This design comes from an exercise in tuning for small area on the open sky130 flow, not from production work.
Only simulation tests tie the RTL to the original design; equivalence was not proved.

## flow/design.v (module list and top-level ports; edited modules follow where they fit)
// module mac_fa: 4 lines
// module mac_ha: 4 lines
// module mrfm_dsp: 699 lines
module mrfm_dsp
  (input clock,
   input reset,
   input enable,
   input serial_strobe,
   input [6:0] serial_addr,
   input [31:0] serial_data,
   input [11:0] rx_a_a,
   input [11:0] rx_b_a,
   output [15:0] adc_out,
   output [15:0] filt_out,
   output strobe_out);
  // ...
==> flow/run.sh <==
#!/bin/bash
# synth_recipe.tcl (not shown) runs the flow's synth.tcl, then flattens the netlist and writes it again
# the make line also repeats each setting of config.mk as NAME=value (left out here)
make -C /OpenROAD-flow-scripts/flow DESIGN_CONFIG=/design/flow/config.mk WORK_HOME=/design/flow/orfs CLKGATE_MAP_FILE= SYNTH_SCRIPT=/design/flow/synth_recipe.tcl finish
==> flow/config.mk <==
export PLATFORM = sky130hd
export DESIGN_NAME = mrfm_dsp
export DESIGN_NICKNAME = mrfm_dsp
export VERILOG_FILES = /design/flow/design.v
export SDC_FILE = /design/flow/constraint.sdc
export NUM_CORES = 4
export LEC_CHECK = 0
export ABC_AREA = 1
export CAP_MARGIN = 20
export CORE_MARGIN = 2
export CORE_UTILIZATION = 50
export CTS_CLUSTER_DIAMETER = 90
export CTS_CLUSTER_SIZE = 22
export SLEW_MARGIN = 20
export SYNTH_HIERARCHICAL = 1
export SYNTH_MINIMUM_KEEP_SIZE = 0
==> flow/constraint.sdc <==
create_clock -name core_clock -period 10.0 [get_ports {clock}]
set_input_delay 2.0000 -clock core_clock [delete_from_list [all_inputs] [get_ports {clock}]]
set_output_delay 2.0000 -clock core_clock [all_outputs]
set_load 0.01 [all_outputs]
==> summary.txt, run 1 <==
Clk_skew = 0.0349 ns
Final Hold Viols = 0
Via-to-Cell Ratio = 6.07
Net count after synthesis = 4104
DP Worst Slack = 0.303 ns
Main flop type after synthesis = edfxtp_1
Drt total wl = 118 mm
Post-synthesis compound-gate area fraction = 12.9%
Hold Slack = 0.446 ns
Fraction of registers with async set/reset = 0%
Cells after synthesis = 3604
1st-iter DRT viols = 2956
Least-Margin Pin Slew = 1.18 ns
Outcome = finished clean
RSZ-0062 raised after global routing = no
Max clock buf depth = 3
Tapcells = 940
Nets = 4106
Num CTS Buffers = 31
Fraction of area in clock buffers and inverters = 2.54%
Multi-input gate area in the final layout = 19700 um^2
Buffers, non-clock = 203
Synth area leaders = edfxtp_1, fa_1, xor2_1, dfxtp_1, nand2_1
Most frequent cell after synthesis = nand2_1
Data buffer area share = 4.59%
CP Launch Point = serial_addr[5]
Pin count of the biggest net entering global routing = 52
DP Area = 37700 um^2
Finished Core Util = 55.1%
R2R cell count = 35
Worst slew margin = 21.5%
==> run 2, diff against run 1 <==
--- a/flow/config.mk
+++ b/flow/config.mk
@@ -8,3 +8,3 @@
 export ABC_AREA = 1
-export CAP_MARGIN = 20
+export CAP_MARGIN = 0
 export CORE_MARGIN = 2
@@ -13,3 +13,3 @@
 export CTS_CLUSTER_SIZE = 22
-export SLEW_MARGIN = 20
+export SLEW_MARGIN = 0
 export SYNTH_HIERARCHICAL = 1
==> run 2 against run 1 <==
Against the previous run:
- still clean on timing, DRC and antenna
- sequential share of layout area barely moved
- non-clock buffer count fell by 1
- synthesized area did not move
- cell count barely moved
- wire length rose by 0.12%
- clock skew fell by 0.0044 ns
- maximum frequency fell by 0.30%
- worst hold slack got worse by 0.0028 ns
- critical path type unchanged
- highest routed layer unchanged
==> summary.txt, run 2 <==
Outcome = finished clean
Depth of the CTS H-tree = 1
Layout cell share with drive strength beyond 1 = 6.17%
Worst r2r src = phase[0]
Worst Path Max Fanout = 20
Commonest non-fill, non-tap cell in the layout = nand2_1
Worst reg2reg endpoint = acc[47]
Sequential share of the synthesized area = 39.1%
Most frequent cells after synthesis = nand2_1, edfxtp_1, xor2_1
HP Start = adc0[5]
Worst path max stage delay = 0.40 ns
Post CTS Setup Buffer Count = 0
Remaining Overflow, GRT = 0
Syn-to-layout area delta = 8.81%
Final HPWL DP = 82.9 mm
Fmax = 110 MHz
Hold Path End = x0[5]
Drt total wl = 118 mm (+0.12%)
Clk_skew = 0.0305 ns (-0.00444 ns)
Nets = 4105 (-0.024%)
I/O pins = 100
CP Class = in -> reg
Initial antenna violation count = 1
Routed length per instance = 25.8 um
CP Capture Type = register
Die Area = 73200 um^2
DP Area = 37700 um^2 (unchanged)
Remaining antenna violation count = 0
Clock transition at path regs = 0.09 ns
Syn avg cell area = 9.86 um^2
CTS Sinks = 507
Fin crit period = 9.13 ns
Hold Slack = 0.444 ns (-0.00279 ns)
Most frequent CP cell = ha_1
XOR/XNOR Fraction of Synth Area = 8.40%
Adder-cell share of the synthesized area = 21.1%
Critical path arrival = 9.54 ns
Synthesized cell area = 35500 um^2
# hold bufs at CTS = 0
Initial Util = 50.7%
CP Launch Point = serial_addr[5]
Vias in the first global route = 28402
GP Congestion = 0.967
Tcrit/Tclk final = 91.3%
Worst slew margin = 17.7% (-3.9 points)
1st-iter DRT viols = 2910 (-1.6%)
Type of the tightest min-delay check = reg -> reg
Final Max Slew Viols = 0
Largest register FFs = 50
RSZ-0062 raised after global routing = no
Least-Margin Pin Slew = 1.24 ns (+0.0582 ns)
Core Rows = 97
Register area = 13900 um^2
Fillers = 6254
Cells after synthesis = 3604 (unchanged)
Fin worst setup slack = 0.874 ns
Number of library cell types mapped by synthesis = 59
Design area = 38700 um^2
Clock Root Buffer = clkbuf_16
Fraction of registers with async set/reset = 0% (unchanged)
Multi-input gate area in the final layout = 19700 um^2 (unchanged)
Yosys top cell by area = edfxtp_1
Setup TNS = 0 ns
Combinational family with the most area after synthesis = adder cells
Synth area leaders = edfxtp_1, fa_1, xor2_1, dfxtp_1, nand2_1
Pin count of the biggest net entering global routing = 52 (unchanged)
Post-synthesis compound-gate area fraction = 12.9% (unchanged)
Yosys top cell area share = 31.7%
Simple-gate area share of the yosys netlist = 12.5%
FF+latch count, synth = 507
Drt drc = 0
DP Worst Slack = 0.303 ns (unchanged)
Via-to-Cell Ratio = 6.09 (+0.19%)
Number of setup violations in the final report = 0
Slowest-stage cell, CP = clkdlybuf4s50_1
Drt pass-1 iters = 6
Net count after synthesis = 4104 (unchanged)
CTS resizes = 0
Final Hold Viols = 0 (unchanged)
CP Launch Type = primary input
Clock latency (worst-skew pair) = 0.66 ns
Flop-to-flop setup slack = 1.43 ns
Synth warnings = 7
DR vias = 27817
First-pass GRT wire length = 177 mm
Multiplexer share of the synthesized area = 0.197%
Main flop type after synthesis = edfxtp_1
Most frequent cells in the layout = nand2_1, edfxtp_1, xor2_1
Maxcap violations = 0
Worst EP required = 10.42 ns
Num CTS Buffers = 31 (unchanged)
Post-synth EDFFs = 375
TritonCTS clock tree = yes
R2R cell count = 35 (unchanged)
Max clock buf depth = 3 (unchanged)
Biggest register = acc
Die width = 271 um
GR Util All Layers = 31.9%
I/O Buffers = 99
Most frequent cell after synthesis = nand2_1
Core area = 70100 um^2
DIE HEIGHT = 271 um
Hold path depth = 0
==> run 2: area by class of cell <==
class / instances / share of cell area, %
Inverter: 289 / 2.81
Tap cell: 940 / 3.04
Timing Repair Buffer: 202 / 4.56
Sequential cell: 507 / 36.0
Clock inverter: 10 / 0.366
Clock buffer: 48 / 2.17
Antenna cell: 1 / 0.00647
Multi-Input combinational cell: 2574 / 51.1
==> run 2: routing by layer <==
| layer | track usage, % | wire [um] |
|---|---|---|
| met1 | 43.1 | 48000 |
| met5 | 0 | 0 |
| met4 | 13.7 | 6010 |
| met3 | 4.54 | 9270 |
| met2 | 51.6 | 54600 |
==> run 2: worst max-delay path by stage <==
stage / endpoint / slack [ns] / cells after the start
after global routing: y2a[23] / 0.49 / 41
after global placement: y2a[23] / 0.31 / 43
after CTS: y1a[23] / 0.98 / 43
after floorplan: y1a[23] / 1.70 / 43
final: y2a[23] / 0.87 / 43
after detailed placement: y2a[23] / 0.30 / 43
==> run 2: critical path: cells and delay by family <==
family	cells	cell delay (ns)
compound gates	1	0.06
buf+inv	4	0.94
fa+ha+maj	23	4.27
simple gates	15	2.24
==> run 2: cells by family after synthesis <==
| family | count (synthesis) |
|---|---|
| compound gates | 725 |
| buf+inv | 523 |
| xor+xnor | 341 |
| mux | 7 |
| fa+ha+maj | 433 |
| simple gates | 1068 |
| flops | 507 |
==> run 2: Yosys stat by module (local to each module, per instance) <==
module | area [um^2] | flip-flops and latches | times used | cells inside
mrfm_dsp | 28900 | 507 | 1 | 3238
mac_fa | 20.0 | 0 | 276 | 1
mac_ha | 12.5 | 0 | 90 | 1
==> run 2: through the flow <==
| step | utilization (%) | instances |
|---|---|---|
| 6_report | 55.1 | 4571 |
| 5_1_grt | 55.1 | 4571 |
| 4_1_cts | 55.1 | 4570 |
| 3_5_place_dp | 53.7 | 4512 |
| 3_3_place_gp | 53.7 | 4512 |
| 2_1_floorplan | - | 3604 |
==> run 3, diff against run 2 <==
--- a/flow/config.mk
+++ b/flow/config.mk
@@ -8,8 +8,8 @@
 export ABC_AREA = 1
-export CAP_MARGIN = 0
+export CAP_MARGIN = 20
 export CORE_MARGIN = 2
 export CORE_UTILIZATION = 50
-export CTS_CLUSTER_DIAMETER = 90
-export CTS_CLUSTER_SIZE = 22
-export SLEW_MARGIN = 0
+export CTS_CLUSTER_DIAMETER = 100
+export CTS_CLUSTER_SIZE = 26
+export SLEW_MARGIN = 20
 export SYNTH_HIERARCHICAL = 1
==> run 3 against run 2 <==
Against the previous run:
- still clean
- sequential share of layout area about the same
- global-route usage increased by 0.070 points
- register-to-register slack got worse by 0.07 ns
- cell area about the same
- synthesized cell count unchanged
- non-clock buffer count increased by 1
- worst hold slack got worse by 0.00052 ns
- highest routed layer unchanged
==> summary.txt, run 3 <==
I/O Buffers = 99 (unchanged)
DP Area = 37700 um^2 (unchanged)
Fin crit period = 9.13 ns (+0.00307 ns)
Adder-cell share of the synthesized area = 21.1% (unchanged)
DR vias = 27808 (-0.032%)
Worst slew margin = 17.5% (-0.15 points)
Final Hold Viols = 0 (unchanged)
Drt total wl = 118 mm (about the same)
1st-iter DRT viols = 2901 (-0.31%)
Via-to-Cell Ratio = 6.09 (+0.12%)
GP Congestion = 0.967 (unchanged)
Synth area leaders = edfxtp_1, fa_1, xor2_1, dfxtp_1, nand2_1
Post-synthesis compound-gate area fraction = 12.9% (unchanged)
Remaining Overflow, GRT = 0 (unchanged)
First-pass GRT wire length = 177 mm (+0.12%)
Final HPWL DP = 82.9 mm (unchanged)
Post CTS Setup Buffer Count = 0 (unchanged)
Multiplexer share of the synthesized area = 0.197% (unchanged)
Cells after synthesis = 3604 (unchanged)
Fraction of registers with async set/reset = 0% (unchanged)
Number of setup violations in the final report = 0 (unchanged)
Setup TNS = 0 ns (unchanged)
Clock latency (worst-skew pair) = 0.66 ns (about the same)
I/O pins = 100 (unchanged)
Top Family by Delay on Critical Path = adder cells
Commonest non-fill, non-tap cell in the layout = nand2_1
Design area = 38600 um^2 (about the same)
Core area = 70100 um^2 (unchanged)
Yosys top cell by area = edfxtp_1
Initial Util = 50.7% (unchanged)
Number of library cell types mapped by synthesis = 59 (unchanged)
Syn avg cell area = 9.86 um^2 (unchanged)
Worst EP required = 10.37 ns (-0.05 ns)
Syn-to-layout area delta = 8.71% (about the same)
Clk_skew = 0.0640 ns (+0.0335 ns)
Critical path arrival = 9.50 ns (-0.04 ns)
CTS Sinks = 507 (unchanged)
Synth warnings = 7 (unchanged)
Type of the tightest min-delay check = reg -> reg
Pin count of the biggest net entering global routing = 52 (unchanged)
Outcome = finished clean
Least-Margin Pin Slew = 1.24 ns (+0.00220 ns)
# hold bufs at CTS = 0 (unchanged)
Layout cell share with drive strength beyond 1 = 6.16% (-0.016 points)
Yosys top cell area share = 31.7% (unchanged)
Most frequent CP cell = ha_1
Biggest register = acc
Routed length per instance = 25.8 um (about the same)
CTS resizes = 0 (unchanged)
TritonCTS clock tree = yes
Main flop type after synthesis = edfxtp_1
Combinational family with the most area after synthesis = adder cells
Fmax = 110 MHz (about the same)
Slowest-stage cell, CP = clkdlybuf4s50_1
Max clock buf depth = 3 (unchanged)
Most frequent cell after synthesis = nand2_1
Die width = 271 um (unchanged)
DIE HEIGHT = 271 um (unchanged)
Nets = 4103 (-0.049%)
Largest register FFs = 50 (unchanged)
DP Cell Count = 4512 (unchanged)
Finished Core Util = 55.1% (about the same)
Depth of the CTS H-tree = 1 (unchanged)
Sequential share of the synthesized area = 39.1% (unchanged)
Clock transition at path regs = 0.10 ns (about the same)
Final Max Slew Viols = 0 (unchanged)
Most frequent cells in the layout = nand2_1, edfxtp_1, xor2_1
Drt pass-1 iters = 6 (unchanged)
GR Util All Layers = 32.0% (+0.070 points)
Clock Root Buffer = clkbuf_16
Initial antenna violation count = 1 (unchanged)
Worst path max stage delay = 0.40 ns (about the same)
Tcrit/Tclk final = 91.3% (about the same)
XOR/XNOR Fraction of Synth Area = 8.40% (unchanged)
Core Rows = 97 (unchanged)
Post-synth EDFFs = 375 (unchanged)
CP Class = in -> reg
Fin cells = 4564 (-0.15%)
FF+latch count, synth = 507 (unchanged)
Synthesized cell area = 35500 um^2 (unchanged)
Drt drc = 0 (unchanged)
Vias in the first global route = 28420 (+0.063%)
Simple-gate area share of the yosys netlist = 12.5% (unchanged)
Die Area = 73200 um^2 (unchanged)
Most frequent cells after synthesis = nand2_1, edfxtp_1, xor2_1
CP Launch Type = primary input
Num CTS Buffers = 28 (-9.7%)
Net count after synthesis = 4104 (unchanged)
Maxcap violations = 0 (unchanged)
Worst Path Max Fanout = 20 (unchanged)
CP Capture Type = register
Remaining antenna violation count = 0 (unchanged)
RSZ-0062 raised after global routing = no
Critical path buffer and inverter count = 4 (unchanged)
run 3: cell count changes in the layout (fill, tap and decap cells not counted), sizes merged:
cell	delta
buf	+1
clkbuf	-8
clkinv	+2
inv	-1
clkinvlp	-1
run 3: final timing paths:
check                                     from      end  slack [ns]  cells past startpoint
worst min register to register         adc0[5]    x0[5]        0.44                      0
worst min-delay path                   adc0[5]    x0[5]        0.44                      0
worst max-delay path            serial_addr[5]  y2a[23]        0.87                     43
worst max register to register        phase[0]  acc[47]        1.36                     35
run 3: routing by layer:
layer / part of all wire [%] / track usage, % / routed length [um]
met1: 41 / 43.3 / 48300
met5: 0 / 0 / 0
met4: 5.0 / 14.0 / 5900
met3: 7.6 / 4.42 / 8930
met2: 46 / 51.5 / 54600
run 3: layout make-up:
type                       count  area [um^2]
multi-input combinational   2574        19700
timing repair buffer         203         1780
antenna                        1         2.50
inverter                     289         1090
sequential                   507        13900
tap                          940         1180
fill                        6250        31500
clock inverter                10          186
clock buffer                  40          749
run 3: logic make-up after synthesis:
group                    count (synthesis)
AND/OR/NAND/NOR                       1068
AO/OA/AOI/OAI                          725
buffers and inverters                  523
flip-flops                             507
adder cells (fa/ha/maj)                433
XOR/XNOR                               341
multiplexers                             7
run 3: stage by stage:
step / worst slack (ns) / hold WS [ns]
finish: 0.871 / 0.443
global route: 0.440 / 0.463
CTS: 0.922 / 0.446
detailed placement: 0.303 / 0.422
global placement: 0.314 / 0.424
floorplan: 1.70 / 0.426
run 3: per-module statistics from Yosys (local to each module, per instance):
module	area, um^2	flops+latches	copies in the design	cells inside
mac_ha	12.5	0	90	1
mrfm_dsp	28900	507	1	3238
mac_fa	20.0	0	276	1
==> run 4, diff against run 3 <==
--- a/flow/config.mk
+++ b/flow/config.mk
@@ -10,5 +10,6 @@
 export CORE_MARGIN = 2
-export CORE_UTILIZATION = 50
+export CORE_UTILIZATION = 65
 export CTS_CLUSTER_DIAMETER = 100
 export CTS_CLUSTER_SIZE = 26
+export PLACE_DENSITY = 0.8
 export SLEW_MARGIN = 20
==> run 4 against run 3 <==
Against the previous run:
- wire length is 3.5% lower
- sequential cell count stayed put
- clock-buffer cell count is 2 higher
- cell area is 0.95% lower
- global-route usage is 8.3 points higher
- via count is 3.2% higher
- die area is 23% lower
- non-clock buffer count is 5 lower
==> summary.txt, run 4 <==
Commonest non-fill, non-tap cell in the layout = nand2_1
Adder-cell share of the synthesized area = 21.1% (unchanged)
Clock transition at path regs = 0.10 ns (about the same)
Depth of the CTS H-tree = 1 (unchanged)
Hold Slack = 0.441 ns (-0.00224 ns)
Max clock buf depth = 3 (unchanged)
Type of the tightest min-delay check = reg -> reg
I/O Buffers = 99 (unchanged)
Final Hold Viols = 0 (unchanged)
Most frequent CP cell = nand2_1
Core Rows = 85 (-12%)
Syn-to-layout area delta = 7.68%
Critical path buffer and inverter count = 6 (+2)
GP Congestion = 1.01 (+4.1%)
Post-Route M1 WL = 42.0 mm (-13%)
Critical path arrival = 9.75 ns (+0.25 ns)
Vias in the first global route = 28970 (+1.9%)
Clk_skew = 0.0481 ns (-0.0159 ns)
Post-synth EDFFs = 375 (unchanged)
Synth area leaders = edfxtp_1, fa_1, xor2_1, dfxtp_1, nand2_1
Drt total wl = 114 mm (-3.5%)
Fraction of registers with async set/reset = 0% (unchanged)
CTS Sinks = 507 (unchanged)
# hold bufs at CTS = 0 (unchanged)
# diodes = 0 (-1)
Finished Core Util = 71.0% (+16 points)
Tcrit/Tclk final = 92.1% (+0.84 points)
Num CTS Buffers = 28 (unchanged)
Yosys top cell by area = edfxtp_1
GR Util All Layers = 40.3% (+8.3 points)
Worst EP required = 10.54 ns (+0.17 ns)
Routed length per instance = 26.3 um (+2.0%)
First-pass GRT wire length = 172 mm (-3.1%)
Simple-gate area share of the yosys netlist = 12.5% (unchanged)
Post-synthesis compound-gate area fraction = 12.9% (unchanged)
1st-iter DRT viols = 3833 (+32%)
Largest register FFs = 50 (unchanged)
Post CTS Setup Buffer Count = 0 (unchanged)
Top Metal Used = met4
Clock latency (worst-skew pair) = 0.65 ns (about the same)
Met2 WL post-DR = 51.5 mm (-5.7%)
Via-to-Cell Ratio = 6.65 (+9.1%)
Worst Path Max Fanout = 25 (+25%)
XOR/XNOR Fraction of Synth Area = 8.40% (unchanged)
Syn avg cell area = 9.86 um^2 (unchanged)
Die Area = 56600 um^2 (-23%)
Pin count of the biggest net entering global routing = 65 (+25%)
Least-Margin Pin Slew = 1.16 ns (-0.0774 ns)
Most frequent cells in the layout = nand2_1, edfxtp_1, xor2_1
Net count after synthesis = 4104 (unchanged)
Core area = 53900 um^2 (-23%)
Metal3 WL = 12.5 mm (+40%)
Layout cell share with drive strength beyond 1 = 5.88% (-0.27 points)
Fmax = 109 MHz (-0.91%)
Cells after synthesis = 3604 (unchanged)
Synthesized cell area = 35500 um^2 (unchanged)
Fin crit period = 9.21 ns (+0.0836 ns)
Main flop type after synthesis = edfxtp_1
Worst slew margin = 22.7% (+5.2 points)
DR vias = 28691 (+3.2%)
TritonCTS clock tree = yes
Drt pass-1 iters = 8 (+2)
Initial Util = 65.9% (+15 points)
Remaining Overflow, GRT = 0 (unchanged)
CP Class = reg -> reg
Maxcap violations = 0 (unchanged)
CP Capture Type = register
Slowest-stage cell, CP = and2_1
Most frequent cell after synthesis = nand2_1
Most frequent cells after synthesis = nand2_1, edfxtp_1, xor2_1
CP Launch Type = register
Top Family by Delay on Critical Path = adder cells
Nets = 4098 (-0.12%)
Fin worst setup slack = 0.787 ns (-0.0836 ns)
CTS resizes = 0 (unchanged)
Biggest register = acc
Yosys top cell area share = 31.7% (unchanged)
Initial antenna violation count = 0 (-1)
Sequential share of the synthesized area = 39.1% (unchanged)
Synth warnings = 7 (unchanged)
Outcome = finished clean
Drt drc = 0 (unchanged)
Die width = 238 um (-12%)
Multiplexer share of the synthesized area = 0.197% (unchanged)
Final Max Slew Viols = 0 (unchanged)
Number of library cell types mapped by synthesis = 59 (unchanged)
FF+latch count, synth = 507 (unchanged)
DP Worst Slack = 0.306 ns (+0.00303 ns)
Clock Root Buffer = clkbuf_16
DIE HEIGHT = 238 um (-12%)
Final HPWL DP = 80.5 mm (-2.8%)
RSZ-0062 raised after global routing = no
Setup TNS = 0 ns (unchanged)
Worst path max stage delay = 0.79 ns (+0.39 ns)
Number of setup violations in the final report = 0 (unchanged)
Combinational family with the most area after synthesis = adder cells
Remaining antenna violation count = 0 (unchanged)
I/O pins = 100 (unchanged)
## run 4: cell families (layout without fill, tap and decap cells)
logic type,count (synthesis),after routing
AO/OA/AOI/OAI,725,725
adder cells (fa/ha/maj),433,433
buffers and inverters,523,539
flip-flops,507,507
XOR/XNOR,341,341
AND/OR/NAND/NOR,1068,1068
multiplexers,7,7
## run 4: area by class of cell
cell class              count  area (um^2)
clock buffers              42          774
clock inverters            10          201
fillers                  3944        15700
inverters                 289         1090
multi-input cells        2574        19700
flip-flops and latches    507        13900
well taps                 696          871
repair buffers            198         1750
## run 4: stage by stage
stage	instances	instance area, um^2
2_1_floorplan	3604	35500
3_3_place_gp	4264	37300
3_5_place_dp	4264	37300
4_1_cts	4316	38300
5_1_grt	4316	38300
6_report	4316	38300
## run 4: worst reg2reg max path, delay by kind of cell, from the launching register on
family,cells,cell delay [ns]
adder cells (fa/ha/maj),9,3.47
AND/OR/NAND/NOR,13,2.44
buffers and inverters,6,1.35
AO/OA/AOI/OAI,7,1.21
flip-flops,1,0.42
XOR/XNOR,1,0.20
## run 4: worst paths after layout
kind | startpoint | slack [ns] | endpoint | depth (start not counted)
setup / recovery | phase[0] | 0.79 | acc[47] | 36
hold / removal | adc0[13] | 0.44 | x0[13] | 0
setup reg to reg | phase[0] | 0.79 | acc[47] | 36
hold reg to reg | adc0[13] | 0.44 | x0[13] | 0
## run 4: metal layers
layer / vias up / track usage, %
met4: 0 / 23.6
met5: - / 0
met3: 466 / 8.19
met1: 13818 / 53.1
li1: 12365 / -
met2: 2042 / 62.3
## run 4: Yosys stat by module (local to each module, per instance)
| module | copies in the design | flip-flops and latches | cells inside | cell area (um^2) |
|---|---|---|---|---|
| mac_ha | 90 | 0 | 1 | 12.5 |
| mrfm_dsp | 1 | 507 | 3238 | 28900 |
| mac_fa | 276 | 0 | 1 | 20.0 |
==> run 5, diff against run 4 <==
--- a/flow/config.mk
+++ b/flow/config.mk
@@ -11,4 +11,4 @@
 export CORE_UTILIZATION = 65
-export CTS_CLUSTER_DIAMETER = 100
-export CTS_CLUSTER_SIZE = 26
+export CTS_CLUSTER_DIAMETER = 90
+export CTS_CLUSTER_SIZE = 22
 export PLACE_DENSITY = 0.8
==> run 5 against run 4 <==
Against the previous run:
- die area stayed put
- sequential cell count unchanged
- first-iteration DRC count decreased by 1.0%
- utilization down 0.058 points
- synthesized cell count stayed put
- highest routed layer unchanged
==> summary.txt, run 5 <==
Routed length per instance = 26.2 um (-0.62%)
Slowest-stage cell, CP = clkdlybuf4s50_1
HP Start = adc0[13]
Vias in the first global route = 28818 (-0.52%)
Number of setup violations in the final report = 0 (unchanged)
Worst path max stage delay = 0.39 ns (-0.40 ns)
Die Area = 56600 um^2 (unchanged)
Fmax = 109 MHz (+0.32%)
Cells after synthesis = 3604 (unchanged)
GP Congestion = 1.01 (unchanged)
Type of the tightest min-delay check = reg -> reg
CP Capture Type = register
Initial antenna violation count = 0 (unchanged)
Clock latency (worst-skew pair) = 0.65 ns (about the same)
Multiplexer share of the synthesized area = 0.197% (unchanged)
I/O Buffers = 99 (unchanged)
Yosys top cell by area = edfxtp_1
Clk_skew = 0.0391 ns (-0.00898 ns)
Flop-to-flop setup slack = 0.98 ns (+0.19 ns)
Drt drc = 0 (unchanged)
Largest register FFs = 50 (unchanged)
Core area = 53900 um^2 (unchanged)
Top Family by Delay on Critical Path = adder cells
DIE HEIGHT = 238 um (unchanged)
Worst EP required = 10.39 ns (-0.15 ns)
TritonCTS clock tree = yes
Worst slew margin = 26.7% (+4.0 points)
Clock Root Buffer = clkbuf_16
Fillers = 3937 (-0.18%)
Worst r2r src = phase[0]
Synthesized cell area = 35500 um^2 (unchanged)
1st-iter DRT viols = 3793 (-1.0%)
Simple-gate area share of the yosys netlist = 12.5% (unchanged)
Most frequent cells after synthesis = nand2_1, edfxtp_1, xor2_1
Remaining Overflow, GRT = 0 (unchanged)
Combinational family with the most area after synthesis = adder cells
CP Launch Type = primary input
Biggest register = acc
CP Class = in -> reg
Tcrit/Tclk final = 91.8% (-0.29 points)
Nets = 4100 (+0.049%)
DP Worst Slack = 0.306 ns (unchanged)
First-pass GRT wire length = 171 mm (-0.40%)
Drt pass-1 iters = 10 (+2)
GR Util All Layers = 40.0% (-0.22 points)
CP Launch Point = serial_addr[5]
Fin crit period = 9.18 ns (-0.0290 ns)
Post CTS Setup Buffer Count = 0 (unchanged)
Final HPWL DP = 80.5 mm (unchanged)
Outcome = finished clean
R2R cell count = 36 (unchanged)
Depth of the CTS H-tree = 1 (unchanged)
Layout cell share with drive strength beyond 1 = 5.88% (-0.0065 points)
Most frequent cells in the layout = nand2_1, edfxtp_1, xor2_1
Fin worst setup slack = 0.816 ns (+0.0290 ns)
Most frequent cell after synthesis = nand2_1
Hold path depth = 0 (unchanged)
Num CTS Buffers = 30 (+7.1%)
Max clock buf depth = 3 (unchanged)
# diodes = 0 (unchanged)
Syn avg cell area = 9.86 um^2 (unchanged)
Most frequent CP cell = ha_1
CTS resizes = 0 (unchanged)
Setup TNS = 0 ns (unchanged)
Adder-cell share of the synthesized area = 21.1% (unchanged)
Clock transition at path regs = 0.09 ns (about the same)
Worst reg2reg endpoint = acc[47]
Syn-to-layout area delta = 7.59% (about the same)
Sequential share of the synthesized area = 39.1% (unchanged)
Worst Path Max Fanout = 20 (-20%)
Least-Margin Pin Slew = 1.10 ns (-0.0598 ns)
Yosys top cell area share = 31.7% (unchanged)
Critical path arrival = 9.58 ns (-0.17 ns)
Via-to-Cell Ratio = 6.62 (-0.36%)
Synth area leaders = edfxtp_1, fa_1, xor2_1, dfxtp_1, nand2_1
Commonest non-fill, non-tap cell in the layout = nand2_1
Die width = 238 um (unchanged)
XOR/XNOR Fraction of Synth Area = 8.40% (unchanged)
Fraction of registers with async set/reset = 0% (unchanged)
DR vias = 28615 (-0.26%)
Maxcap violations = 0 (unchanged)
Initial Util = 65.9% (unchanged)
# hold bufs at CTS = 0 (unchanged)
Main flop type after synthesis = edfxtp_1
CTS Sinks = 507 (unchanged)
Synth warnings = 7 (unchanged)
Number of library cell types mapped by synthesis = 59 (unchanged)
Final Hold Viols = 0 (unchanged)
Core Rows = 85 (unchanged)
I/O pins = 100 (unchanged)
Final Max Slew Viols = 0 (unchanged)
Remaining antenna violation count = 0 (unchanged)
Net count after synthesis = 4104 (unchanged)
FF+latch count, synth = 507 (unchanged)
Critical path buffer and inverter count = 5 (-1)
Pin count of the biggest net entering global routing = 65 (unchanged)
Drt total wl = 113 mm (-0.53%)
Post-synth EDFFs = 375 (unchanged)
Post-synthesis compound-gate area fraction = 12.9% (unchanged)
Hold Path End = x0[13]
RSZ-0062 raised after global routing = no
-- run 5: cell types whose count changed in the layout (fill, tap and decap cells not counted), sizes merged --
cell | before | now
clkbuf | 42 | 47
clkinv | 9 | 5
inv | 290 | 293
-- run 5: worst reg2reg max path: cells and delay by family (launching register included) --
kind                     cells  cell delay [ns]
XOR/XNOR                     1             0.20
buffers and inverters        6             1.35
flip-flops                   1             0.41
adder cells (fa/ha/maj)      9             3.47
AND/OR/NAND/NOR             13             2.30
AO/OA/AOI/OAI                7             1.20
-- run 5: modules after synthesis (local to each module, per instance) --
module    times used  flip-flops and latches  area [um^2]  cells inside
mac_fa           276                       0         20.0             1
mac_ha            90                       0         12.5             1
mrfm_dsp           1                     507        28900          3238
-- run 5: worst max path at each step --
stage,cells after the start,to
2_1_floorplan,43,y1a[23]
3_3_place_gp,42,y1a[23]
3_5_place_dp,42,y1a[23]
4_1_cts,42,y2a[23]
5_1_grt,42,y1a[23]
6_report,42,y2a[23]
-- run 5: through the flow --
| step | cells | utilization (%) | cell area, um^2 | hold slack [ns] |
|---|---|---|---|---|
| floorplan | 3604 | - | 35500 | 0.426 |
| global placement | 4264 | 69.2 | 37300 | 0.418 |
| detailed placement | 4264 | 69.2 | 37300 | 0.429 |
| CTS | 4320 | 70.9 | 38200 | 0.447 |
| global route | 4320 | 70.9 | 38200 | 0.460 |
| finish | 4320 | 70.9 | 38200 | 0.439 |
-- run 5: cells by family after synthesis --
| group | Yosys count |
|---|---|
| and+or+nand+nor | 1068 |
| DFF | 507 |
| AOI/OAI and AO/OA | 725 |
| muxes | 7 |
| adders and majority gates | 433 |
| buffers and inverters | 523 |
| xor gates and xnor gates | 341 |
-- run 5: final cells by class --
cell class | instances | area, um^2 | area share [%]
clock buffers | 47 | 815 | 2.13
clock inverters | 9 | 130 | 0.340
inverters | 289 | 1090 | 2.84
multi-input cells | 2574 | 19700 | 51.5
flip-flops and latches | 507 | 13900 | 36.4
well taps | 696 | 871 | 2.28
repair buffers | 198 | 1750 | 4.57
-- run 5: layer usage --
layer | part of all wire, % | global-route usage (%)
met5 | 0 | 0
met4 | 7.0 | 23.7
met3 | 11 | 8.36
met2 | 45 | 62.0
met1 | 37 | 52.5

afterwards: timing with drivers on the ports:
The results above use ideal ports. As a check the final layouts listed here were re-extracted and re-timed, cells and wires unchanged.
Step 1 assumes that a clkbuf_16 drives the clock port and a buf_2 every other input.
Step 2, shift: input delay + t, output delay - t, t = (earliest + latest rising clock arrival at the registers) / 2. This alone moves slack from input paths to output paths.
a / b / c = no drivers / after step 1 / after step 2; a / b = the first two.
| run | t, ns | setup WS [ns] | worst setup path at the end | cell pins on the clock port's net |
|---|---|---|---|---|
| run 1 | 0.701 | 0.901 / 0.935 / 0.235 | input to register | 1 |
| run 2 | 0.701 | 0.874 / 0.907 / 0.207 | input to register | 1 |
| run 3 | 0.695 | 0.871 / 0.908 / 0.214 | input to register | 1 |
| run 4 | 0.698 | 0.787 / 0.787 / 0.150 | input to register | 1 |
| run 5 | 0.701 | 0.816 / 0.859 / 0.158 | input to register | 1 |
After both steps every run listed still meets setup and hold. The setup slack of run 2, which loses most, moves by +0.033 ns with the drivers and by -0.667 ns with both steps.
